What follows belongs to an exercise in optimizing a design on an open flow for small area, a short achievable clock period and few clock cycles per item; a production flow would make more cautious choices. Only simulation tests tie the RTL to the original design; equivalence was not proved. Power is estimated from default activity; no workload was simulated.

==> flow/design.v <==
module DT(
        input                   clk,
        input                   reset,
        output reg              done,
        output reg              sti_rd,
        output reg [9:0]        sti_addr,
        input      [15:0]       sti_di,
        output reg              res_wr,
        output reg              res_rd,
        output reg [13:0]       res_addr,
        output reg [7:0]        res_do,
        input      [7:0]        res_di
        );
        localparam S_W0 = 2'd0, S_W1 = 2'd1, S_RUN = 2'd2, S_END = 2'd3;
        reg        bwd;           
        reg [1:0]  st;
        reg [6:0]  r, ra;         
        reg [2:0]  q;             
        reg [15:0] rem;           
        reg [15:0] acur, bcur;    
        reg [1:0]  ah, bh;        
        reg        la, la_ok;     
        reg [5:0]  u0, u1, u2;    
        reg [2:0]  v;
        reg [5:0]  fo;            
        reg        fv;
        reg [1:0]  rtgt;          
        reg        pend;          
        reg [6:0]  lastp;         
        wire [15:0] di_rev;
        genvar gi;
        generate for (gi = 0; gi < 16; gi = gi + 1) begin : g_rev
                assign di_rev[gi] = sti_di[15-gi];
        end endgenerate
        wire [15:0] di_scan = bwd ? sti_di : di_rev;
        reg  [15:0] cur;
        wire [15:0] oh  = cur;
        wire        pv  = |cur;
        wire [15:0] oh2 = rem & (~rem + 16'd1);
        wire        pv2 = |rem;
        function [3:0] enc;
                input [15:0] x;
                begin
                        enc[0] = |(x & 16'hAAAA);
                        enc[1] = |(x & 16'hCCCC);
                        enc[2] = |(x & 16'hF0F0);
                        enc[3] = |(x & 16'hFF00);
                end
        endfunction
        wire [3:0]  s   = enc(oh);
        wire [3:0]  s2  = enc(oh2);
        wire [6:0]  p   = {q, s};
        wire [2:0]  qm = q - 3'd1;
        wire [2:0]  qp = q + 3'd1;
        wire [6:0]  pm1  = {oh[0]  ? qm : q, enc({oh[0], oh[15:1]})};
        wire [6:0]  pp1  = {oh[15] ? qp : q, enc({oh[14:0], oh[15]})};
        wire [6:0]  p2   = {q, s2};
        wire [6:0]  p2m1 = {oh2[0]  ? qm : q, enc({oh2[0], oh2[15:1]})};
        wire [6:0]  p2p1 = {oh2[15] ? qp : q, enc({oh2[14:0], oh2[15]})};
        wire [18:0] ea = {la, acur, ah[1], ah[0]};
        wire [17:0] eb = {bcur, bh[1], bh[0]};
        wire [15:0] t1v, lt1v;
        generate for (gi = 0; gi < 16; gi = gi + 1) begin : g_fl
                assign t1v[gi]  = ~(eb[gi+1] & ea[gi+1] & ea[gi+2] & ea[gi+3]);
                assign lt1v[gi] = ~(eb[gi] & ea[gi] & ea[gi+1] & ea[gi+2]);
        end endgenerate
        wire t1  = |(t1v & oh);
        wire lt1 = |(lt1v & oh);
        wire bg  = ~|(bcur & oh);
        wire t1b  = |(t1v & oh2);
        wire lt1b = |(lt1v & oh2);
        wire bgb  = ~|(bcur & oh2);
        wire run    = (st == S_RUN);
        wire pready = run & pv & ~(oh[15] & ~la_ok);
        wire needf = bwd & ~bg & ~t1;
        wire needu = bwd ? (needf & ~lt1) : (~t1 & ~lt1);
        wire needfb = bwd & ~bgb & ~t1b;
        wire needub = bwd ? (needfb & ~lt1b) : (~t1b & ~lt1b);
        wire [2:0] vn  = v | ({3{res_rd}} & {rtgt == 2'd2, rtgt == 2'd1, rtgt == 2'd0});
        wire       fvn = fv | (res_rd & (rtgt == 2'd3));
        wire missf  = needf & ~fvn;
        wire [2:0] missu = {3{needu}} & ~vn;
        wire compute = pready & ~res_rd & ~missf & ~(|missu);
        wire [1:0] tgta = missf ? 2'd3 : missu[0] ? 2'd0 : missu[1] ? 2'd1 : 2'd2;
        wire [6:0] rposa = (tgta == 2'd0) ? pm1 : (tgta == 2'd2) ? pp1 : p;
        wire rda = pready & (missf | (|missu));
        wire       nxc = |(rem & {oh[14:0], 1'b0});        
        wire [2:0] vsh = nxc ? {1'b0, v[2], v[1]} : 3'b000;
        wire [2:0] missub = {3{needub}} & ~vsh;
        wire [1:0] tgtb = needfb ? 2'd3 : missub[0] ? 2'd0 : missub[1] ? 2'd1 : 2'd2;
        wire [6:0] rposb = (tgtb == 2'd0) ? p2m1 : (tgtb == 2'd2) ? p2p1 : p2;
        wire rdb = pv2 & (needfb | (|missub));
        wire rd_next = compute ? rdb : rda;
        wire [1:0] tgt_next = compute ? tgtb : tgta;
        wire [6:0] rpos = compute ? rposb : rposa;
        wire [6:0] rrow = (tgt_next == 2'd3) ? r : ra;
        wire [6:0] rcol = bwd ? ~rpos : rpos;
        wire [6:0] pcol = bwd ? ~p : p;
        wire [6:0] lcol = bwd ? ~lastp : lastp;
        wire [5:0] um0 = needu ? u0 : 6'h3F;
        wire [5:0] um1 = needu ? u1 : 6'h3F;
        wire [5:0] um2 = needu ? u2 : 6'h3F;
        wire [5:0] fm1 = bwd ? fo - 6'd1 : 6'h3F;
        wire [5:0] prev = res_do[5:0];
        wire [5:0] a01 = (um0 < um1) ? um0 : um1;
        wire [5:0] a2p = (um2 < prev) ? um2 : prev;
        wire [5:0] a   = (a01 < a2p) ? a01 : a2p;
        wire [5:0] af  = (a < fm1) ? a : fm1;
        wire [5:0] m   = af + 6'd1;
        wire [5:0] val = (bwd & bg) ? 6'd0 : t1 ? 6'd1 : m;
                wire word_end = run & (compute ? ~pv2 : ~pv);
        wire row_end  = word_end & (q == 3'd7);
        wire last_row = bwd ? (r == 7'd0) : (r == 7'd126);
        wire newpend = compute | pend;
        always @(posedge clk) begin
                if (!reset) begin
                        bwd <= 1'b0;
                        st <= S_W0;
                        r <= 7'd1;
                        ra <= 7'd0;
                        q <= 3'd0;
                        rem <= 16'd0;
                        cur <= 16'd0;
                        ah <= 2'b00;
                        bh <= 2'b00;
                        la_ok <= 1'b0;
                        v <= 3'b000;
                        fv <= 1'b0;
                        pend <= 1'b0;
                        done <= 1'b0;
                        res_wr <= 1'b0;
                        res_rd <= 1'b0;
                        sti_rd <= 1'b0;
                end else begin
                        if (res_rd) begin
                                case (rtgt)
                                2'd0: u0 <= res_di[5:0];
                                2'd1: u1 <= res_di[5:0];
                                2'd2: u2 <= res_di[5:0];
                                default: fo <= res_di[5:0];
                                endcase
                        end
                        v <= vn;
                        fv <= fvn;
                        if (compute) begin
                                res_do <= {2'b00, val};
                                u0 <= u1;
                                u1 <= u2;
                                v <= (nxc | (oh[15] & ~pv2)) ? {1'b0, v[2], v[1]} : 3'b000;
                                fv <= 1'b0;
                                lastp <= p;
                                cur <= oh2;
                                rem <= rem & ~oh2;
                        end
                        res_rd <= rd_next;
                        rtgt <= tgt_next;
                        if (rd_next) begin
                                res_wr <= 1'b0;
                                res_addr <= {rrow, rcol};
                                pend <= newpend;
                        end else if (newpend) begin
                                res_wr <= 1'b1;
                                res_addr <= compute ? {r, pcol} : {r, lcol};
                                pend <= 1'b0;
                        end else begin
                                res_wr <= 1'b0;
                        end
                        sti_rd <= 1'b0;
                        case (st)
                        S_W0: begin
                                if (!sti_rd) begin
                                        sti_rd <= 1'b1;
                                        sti_addr <= {ra, bwd ? 3'd7 : 3'd0};
                                end else begin
                                        acur <= di_scan;
                                        sti_rd <= 1'b1;
                                        sti_addr <= {r, bwd ? 3'd7 : 3'd0};
                                        st <= S_W1;
                                end
                        end
                        S_W1: begin
                                bcur <= di_scan;
                                cur <= bwd ? 16'h0001 : (di_scan & (~di_scan + 16'd1));
                                rem <= bwd ? 16'hFFFE : (di_scan & (di_scan - 16'd1));
                                if (!di_scan[0]) v <= 3'b000;
                                sti_rd <= 1'b1;
                                sti_addr <= {ra, bwd ? ~(q + 3'd1) : (q + 3'd1)};
                                la_ok <= 1'b0;
                                st <= S_RUN;
                        end
                        S_RUN: begin
                                if (!la_ok) begin
                                        la <= di_scan[0];
                                        la_ok <= 1'b1;
                                end
                                if (word_end) begin
                                        la_ok <= 1'b0;
                                        ah <= acur[15:14];
                                        bh <= bcur[15:14];
                                        acur <= di_scan;
                                        if (!row_end) begin
                                                q <= q + 3'd1;
                                                sti_rd <= 1'b1;
                                                sti_addr <= {r, bwd ? ~(q + 3'd1) : (q + 3'd1)};
                                                st <= S_W1;
                                        end else begin
                                                q <= 3'd0;
                                                ah <= 2'b00;
                                                bh <= 2'b00;
                                                v <= 3'b000;
                                                if (last_row) begin
                                                        if (bwd) begin
                                                                st <= S_END;
                                                        end else begin
                                                                bwd <= 1'b1;
                                                                r <= 7'd127;
                                                                ra <= 7'd0;
                                                                sti_rd <= 1'b1;
                                                                sti_addr <= {7'd0, 3'd7};
                                                                st <= S_W0;
                                                        end
                                                end else begin
                                                        r <= bwd ? r - 7'd1 : r + 7'd1;
                                                        ra <= bwd ? r : r;
                                                        sti_rd <= 1'b1;
                                                        sti_addr <= {bwd ? r : r, bwd ? 3'd7 : 3'd0};
                                                        st <= S_W0;
                                                end
                                        end
                                end
                        end
                        S_END: begin
                                if (!newpend)
                                        done <= 1'b1;
                        end
                        endcase
                end
        end
endmodule
clock: 9.0 ns
lec_check: 0
cap_margin: 20
core_margin: 2
core_utilization: 40
slew_margin: 20
run.sh (not shown) runs the stock make flow with config.mk's settings and CLKGATE_MAP_FILE= SYNTH_SCRIPT=/design/flow/synth_recipe.tcl, a recipe that flattens the netlist after the stock synthesis.
Testbench counts at the start, summed over its fixed seeds: cycles 992,090, images 24.
==> next run, changes <==
--- a/flow/design.v
+++ b/flow/design.v
@@ -86,28 +86,33 @@
         wire rda = pready & (missf | (|missu));
         wire       nxc = |(rem & {oh[14:0], 1'b0});        
-        wire [2:0] vsh = nxc ? {1'b0, v[2], v[1]} : 3'b000;
+        wire [2:0] vsh = ~compute ? v : nxc ? {1'b0, v[2], v[1]} : 3'b000;
         wire [2:0] missub = {3{needub}} & ~vsh;
         wire [1:0] tgtb = needfb ? 2'd3 : missub[0] ? 2'd0 : missub[1] ? 2'd1 : 2'd2;
         wire [6:0] rposb = (tgtb == 2'd0) ? p2m1 : (tgtb == 2'd2) ? p2p1 : p2;
         wire rdb = pv2 & (needfb | (|missub));
-        wire rd_next = compute ? rdb : rda;
-        wire [1:0] tgt_next = compute ? tgtb : tgta;
-        wire [6:0] rpos = compute ? rposb : rposa;
+        wire adv = compute | (run & ~pv & pv2);
+        wire rd_next = adv ? rdb : rda;
+        wire [1:0] tgt_next = adv ? tgtb : tgta;
+        wire [6:0] rpos = adv ? rposb : rposa;
         wire [6:0] rrow = (tgt_next == 2'd3) ? r : ra;
         wire [6:0] rcol = bwd ? ~rpos : rpos;
         wire [6:0] pcol = bwd ? ~p : p;
         wire [6:0] lcol = bwd ? ~lastp : lastp;
-        wire [5:0] um0 = needu ? u0 : 6'h3F;
-        wire [5:0] um1 = needu ? u1 : 6'h3F;
-        wire [5:0] um2 = needu ? u2 : 6'h3F;
-        wire [5:0] fm1 = bwd ? fo - 6'd1 : 6'h3F;
-        wire [5:0] prev = res_do[5:0];
-        wire [5:0] a01 = (um0 < um1) ? um0 : um1;
-        wire [5:0] a2p = (um2 < prev) ? um2 : prev;
-        wire [5:0] a   = (a01 < a2p) ? a01 : a2p;
-        wire [5:0] af  = (a < fm1) ? a : fm1;
-        wire [5:0] m   = af + 6'd1;
-        wire [5:0] val = (bwd & bg) ? 6'd0 : t1 ? 6'd1 : m;
-                wire word_end = run & (compute ? ~pv2 : ~pv);
+        reg  [5:0] lm1;                   
+        wire [5:0] L   = res_do[5:0];
+        wire [5:0] Lp1 = L + 6'd1;
+        wire [5:0] u2p1 = u2 + 6'd1;
+        wire [5:0] fom1 = fo - 6'd1;
+        wire e   = needu & ((u0 == lm1) | (u1 == lm1));
+        wire yl  = needu & (e ? (u2 < lm1) : (u2 < L));
+        wire zx  = e ? (fo <= lm1) : (fo <= L);
+        wire zy  = (fo <= u2);
+        wire zl  = bwd & (yl ? zy : zx);
+        wire [5:0] vmin = zl ? fo : yl ? u2p1 : e ? L : Lp1;
+        wire [5:0] lmin = zl ? fom1 : yl ? u2 : e ? lm1 : L;
+        wire force0 = bwd & bg;
+        wire [5:0] val  = force0 ? 6'd0 : t1 ? 6'd1 : vmin;
+        wire [5:0] lval = (force0 | t1) ? 6'd0 : lmin;
+        wire word_end = run & (compute ? ~pv2 : ~pv & ~pv2);
         wire row_end  = word_end & (q == 3'd7);
         wire last_row = bwd ? (r == 7'd0) : (r == 7'd126);
@@ -145,4 +150,5 @@
                         if (compute) begin
                                 res_do <= {2'b00, val};
+                                lm1 <= lval;
                                 u0 <= u1;
                                 u1 <= u2;
@@ -150,4 +156,6 @@
                                 fv <= 1'b0;
                                 lastp <= p;
+                        end
+                        if (adv) begin
                                 cur <= oh2;
                                 rem <= rem & ~oh2;
@@ -181,6 +189,6 @@
                         S_W1: begin
                                 bcur <= di_scan;
-                                cur <= bwd ? 16'h0001 : (di_scan & (~di_scan + 16'd1));
-                                rem <= bwd ? 16'hFFFE : (di_scan & (di_scan - 16'd1));
+                                cur <= bwd ? 16'h0001 : 16'h0000;
+                                rem <= bwd ? 16'hFFFE : di_scan;
                                 if (!di_scan[0]) v <= 3'b000;
                                 sti_rd <= 1'b1;
Outcome: The new run completed without violations. Setup slack improved by 3500 ps. Maximum frequency increases by 74%. Sequential power barely changes. Via count increases by 1.2%. Global-route usage decreases by 0.40 points. Synthesized area increases by 3.8%. Hold slack improved by 10 ps. Wire length increases by 4.8%. Clock-buffer cell count is unchanged.
Testbench counts after the change, summed over its fixed seeds: cycles 1,003,161, images 24.

[separate check: timing with driven ports]
How much do the figures lean on ideal ports? The routed layouts below were timed once more, with nothing changed but the port constraints. Step 1: set_driving_cell puts a clkbuf_16 on clk and a buf_2 on each other input, an assumption about the parent block. Step 2, shift: input delay + t, output delay - t, t = (earliest + latest rising clock arrival at the registers) / 2. This alone moves slack from input paths to output paths. a / b / c = ideal / step 1 / step 2; a / b = the first two.
run | t, ns | slack for setup (ns) | worst hold slack (ns) | pins driven straight from the clock port
the first run | 0.478 | 0.864 / 0.864 / 0.864 | 0.468 / 0.468 / 0.468 | 1
the second run | 0.477 | 4.330 / 4.330 / 4.330 | 0.478 / 0.478 / 0.478 | 1
After both steps every run listed still meets setup and hold.
